From an optimization exercise on the open Yosys and OpenROAD flow, aimed at small area; shortcuts taken in it are not production practice.
In this exercise RTL edits were held to simulation tests only and were not proved equivalent to the original.
No driver is modelled on the clock port, so clocking that relies on it looks cheaper here than on a real chip.

==> raven: inputs <==
// reram_controller
module reram_controller #(
    parameter INPUT_WIDTH = 8,
    parameter OUTPUT_WIDTH = 12,
    parameter INPUT_SIZE = 784,
    parameter OUTPUT_SIZE = 256
)(
    input  wire                     clk,
    input  wire                     rst_n,
    input  wire                     start,
    output wire                     done,
    output reg                      busy,
    input  wire [INPUT_WIDTH-1:0]   input_data,
    input  wire                     input_valid,
    output reg                      input_ready,
    output wire [9:0]               dac_out,
    output wire                     dac_valid,
    output wire                     xbar_enable,
    output wire [9:0]               xbar_addr,
    input  wire [OUTPUT_WIDTH-1:0]  xbar_data,
    input  wire                     xbar_valid,
    output reg  [OUTPUT_WIDTH-1:0]  output_data,
    output reg  [7:0]               output_addr,
    output reg                      output_valid
);
==> module reram_controller, before the edit <==
module reram_controller #(
    parameter INPUT_WIDTH = 8,
    parameter OUTPUT_WIDTH = 12,
    parameter INPUT_SIZE = 784,
    parameter OUTPUT_SIZE = 256
)(
    input  wire                     clk,
    input  wire                     rst_n,
    input  wire                     start,
    output wire                     done,
    output reg                      busy,
    input  wire [INPUT_WIDTH-1:0]   input_data,
    input  wire                     input_valid,
    output reg                      input_ready,
    output wire [9:0]               dac_out,
    output wire                     dac_valid,
    output wire                     xbar_enable,
    output wire [9:0]               xbar_addr,
    input  wire [OUTPUT_WIDTH-1:0]  xbar_data,
    input  wire                     xbar_valid,
    output reg  [OUTPUT_WIDTH-1:0]  output_data,
    output reg  [7:0]               output_addr,
    output reg                      output_valid
);
    reg        ph;           
    reg        xe;           
    reg        seen_ow;      
    reg  [7:0] dac;          
    reg  [7:0] sample0;
    reg  [9:0] tmp;
    wire st_idle = ~busy;
    wire st_load = busy & ~ph & ~xe & ~output_valid;
    wire st_wait = (input_ready & ph) | ((xe | output_valid) & ~ph);
    wire st_cd   = xe & ph;
    wire st_ow   = busy & ph & ~input_ready & ~xe & ~output_valid;
    wire st_done = output_valid & ph;
    wire st_mid  = xe | st_ow;       
    wire wait_first_load = input_ready & ph;
    assign done        = ~busy & ph;
    assign dac_out     = {dac, 2'b00};
    assign dac_valid   = xe;
    assign xbar_enable = xe;
    wire [7:0] xa = output_addr + (st_mid & seen_ow);
    assign xbar_addr   = {2'b00, xa};
    wire cnt_first = ~|tmp[7:0];
    wire cnt_last  = &{tmp[9:7], tmp[4], tmp[2:0]};
    wire last_neuron = (output_addr == 8'hfe);   
    always @(posedge clk or negedge rst_n) begin
        if (!rst_n) begin
            busy         <= 1'b0;
            input_ready  <= 1'b0;
            xe           <= 1'b0;
            output_valid <= 1'b0;
            ph           <= 1'b0;
        end else begin
            busy         <= st_idle ? start : ~st_done;
            input_ready  <= st_load;
            xe           <= st_wait;
            output_valid <= st_ow;
            ph           <= (st_load & input_valid & cnt_last) |
                            (st_wait & xbar_valid) | st_cd | st_done |
                            (st_ow & last_neuron);
        end
    end
    always @(posedge clk) begin
        if (xe)
            tmp <= xbar_data[9:0];
        else if (st_idle)
            tmp <= 10'd0;
        else if (input_valid)
            tmp <= {tmp[8:0], ~(tmp[9] ^ tmp[0])};
        if (cnt_first)
            sample0[7:2] <= input_data[7:2];
        if (xe)
            sample0[1:0] <= xbar_data[11:10];
        else if (cnt_first)
            sample0[1:0] <= input_data[1:0];
    end
    always @(posedge clk or negedge rst_n) begin
        if (!rst_n) begin
            dac         <= 8'b0;
            seen_ow     <= 1'b0;
            output_addr <= 8'b0;
            output_data <= {OUTPUT_WIDTH{1'b0}};
        end else begin
            if (wait_first_load)
                dac <= sample0;
            if (st_ow) begin
                seen_ow     <= 1'b1;
                output_addr <= xa;
                output_data <= {sample0[1:0], tmp};
            end
        end
    end
endmodule
clock: 10.0 ns
lec_check: 0
cap_margin: 20
cell_pad_in_sites_detail_placement: 0
cell_pad_in_sites_global_placement: 0
core_margin: 2
core_utilization: 50
slew_margin: 20
standard.sh (not shown) runs the stock make flow with config.mk's settings and CLKGATE_MAP_FILE= SYNTH_SCRIPT=/design/flow/synth_recipe.tcl, a recipe that flattens the netlist after the stock synthesis.
==> flow/flow/run.sh <==
#!/bin/bash
# Standard synthesis, whose combinational logic is then re-mapped for area
# (resyn.sh; registers untouched); then the standard ORFS layout with
# minimum-size port buffers, combinational cells downsized after floorplan,
# and a hand-built clock distribution: the register clock pins are split into
# 4 groups by position, each driven by one buffer that the clock port drives
# (clkbuf.tcl before CTS, clkroot.tcl after it; TritonCTS is pointed at the
# clock port net, which then has a single sink, so it adds nothing).
# Each tool run's full output goes to its own log here (synth.log, resyn.log,
# layout.log); ORFS keeps per-step logs under orfs/logs.
set -euo pipefail
W=$(pwd)
F=$W/flow
R=$W/orfs/results/${FLOW_PLATFORM:-sky130hd}/reram_controller/base
bash standard.sh synth > synth.log 2>&1
cp $R/1_2_yosys.v $W/standard_synth.v
bash $F/resyn.sh $W/standard_synth.v $W/resyn.v
cp $W/resyn.v $R/1_2_yosys.v
bash standard.sh \
  "BUFFER_PORTS_ARGS=-buffer_cell sky130_fd_sc_hd__buf_1" \
  POST_FLOORPLAN_TCL=$F/downsize.tcl \
  SKIP_REPAIR_TIE_FANOUT=1 \
  PRE_CTS_TCL=$F/clkbuf.tcl POST_CTS_TCL=$F/clkroot.tcl CLK_LEAF_CELL=sky130_fd_sc_hd__buf_6 CLK_NCLUSTER=4 CLK_ROOT_CELL=sky130_fd_sc_hd__clkbuf_2 \
  "CTS_ARGS=-clk_nets clk -dont_use_dummy_load -buf_list sky130_fd_sc_hd__clkbuf_8 -root_buf sky130_fd_sc_hd__clkbuf_8" \
  finish > layout.log 2>&1
==> flow/flow/resyn.sh <==
#!/bin/bash
# Re-map the combinational logic of the standard synthesis netlist for area.
# The registers are left exactly as the standard synthesis made them (same
# instances, names and cells): they are blackboxes here, and only the logic
# between them is rebuilt by ABC (deepsyn + amap, fixed seed and iteration
# counts, so the result is reproducible).
# usage: resyn.sh IN.v OUT.v
set -euo pipefail
IN=$1; OUT=$2
F=$(cd "$(dirname "$0")" && pwd)
PLAT=$FLOW_HOME/platforms/${FLOW_PLATFORM:-sky130hd}
LIB=$PLAT/lib/sky130_fd_sc_hd__tt_025C_1v80.lib
YOSYS=$(command -v yosys || echo "$FLOW_HOME/../tools/install/yosys/bin/yosys")
python3 "$F/lib2v.py" "$LIB" cells_models.v
DU=$(sed -n '/DONT_USE_CELLS +=/,/^$/p' "$PLAT/config.mk" | grep -o 'sky130_fd_sc_hd__[a-z0-9_]*' | sed 's/^/-dont_use /' | tr '\n' ' ')
cat > resyn.ys <<EOS
read_verilog cells_models.v
read_verilog $IN
hierarchy -top $FLOW_TOP
flatten
techmap
opt -purge
abc -liberty $LIB $DU -script "+strash; &get -n; &deepsyn -I 4 -J 200 -S 1; &put; dch -f; amap; topo"
opt_clean -purge
rename -hide w:*.*
opt_clean -purge
hilomap -singleton -hicell sky130_fd_sc_hd__conb_1 HI -locell sky130_fd_sc_hd__conb_1 LO
splitnets
opt_clean -purge
insbuf -buf sky130_fd_sc_hd__buf_1 A X
rename -enumerate -pattern rs_%
check
stat -liberty $LIB
write_verilog -noattr -nohex -nodec $OUT
EOS
"$YOSYS" -s resyn.ys > resyn.log 2>&1
Other scripts of this flow, unchanged in this note and not shown: flow/flow/clkbuf.tcl, flow/flow/clkroot.tcl, flow/flow/downsize.tcl, flow/flow/lib2v.py
==> harbor: changes against raven <==
--- a/flow/design.v
+++ b/flow/design.v
@@ -64,10 +64,10 @@
         end
     end
     always @(posedge clk) begin
-        if (xe)
+        if (st_idle)
+            tmp <= 10'd0;
+        else if (xe)
             tmp <= xbar_data[9:0];
-        else if (st_idle)
-            tmp <= 10'd0;
         else if (input_valid)
             tmp <= {tmp[8:0], ~(tmp[9] ^ tmp[0])};
         if (cnt_first)
--- a/flow/flow/resyn.sh
+++ b/flow/flow/resyn.sh
@@ -20,7 +20,7 @@
 flatten
 techmap
 opt -purge
-abc -liberty $LIB $DU -script "+strash; &get -n; &deepsyn -I 4 -J 200 -S 1; &put; dch -f; amap; topo"
+abc -liberty $LIB $DU -script "+strash; &get -n; &deepsyn -I 4 -J 200 -S 1; &put; dch -f; amap -A 10 -F 3 -E 0.05; topo"
 opt_clean -purge
 rename -hide w:*.*
 opt_clean -purge
==> impl_metrics.toml <==
[status]
status = "complete, no violations"

[power_and_ir_drop]
p_switching_mw = 0.342

[route]
met1_length_um = 1990

[sta]
period_share = 0.579
relSlewSlack = 0.384

[logic_synthesis]
synth_fp_nets = 206

[floorplanning]
initial_core_util = 0.517

[place]
routabilityCongestion = 0.753

[final_layout]
inv_count = 18
Source of the figures above: raven

==> impl_metrics.toml <==
[status]
status = "complete, no violations"

[sta]
drv_slew = 0
period_share = 0.481
relSlewSlack = 0.376

[worst_setup_path]
critPathTopFamily = "simple AND/OR/NAND/NOR gates"

[route]
first_pass_iters = 4
met1_length_um = 1830

[power_and_ir_drop]
p_switching_mw = 0.291

[logic_synthesis]
synth_fp_nets = 188

[floorplanning]
initial_core_util = 0.533
std_cell_rows = 22

[final_layout]
inv_count = 21
Source of the figures above: harbor

-- separate check: timing with driven ports --
The results above use ideal ports. As a check the final layouts listed here were re-extracted and re-timed, cells and wires unchanged.
Step 1 sets driving cells, clkbuf_16 on the clock port and buf_2 on the other inputs (assumed; they add their load-dependent delay and slew).
Step 2 adds t to the input delays and takes it off the output delays; t is the mean of the earliest and latest rising clock arrival at the registers after step 1. Input paths then give back, and output paths get back, about the clock's delay inside the block.
Slacks: no drivers / after step 1 / after step 2; pairs: no drivers / after step 1.
run	shift t [ns]	setup slack, ns	clock arrival spread, ns	slew at the worst register clock pin (ns)
raven	0.174	4.215 / 4.158 / 4.332	0.008 / 0.008	0.09 / 0.09
harbor	0.171	5.194 / 5.140 / 5.311	0.011 / 0.010	0.09 / 0.09
After both steps setup and hold are still met in every run listed.
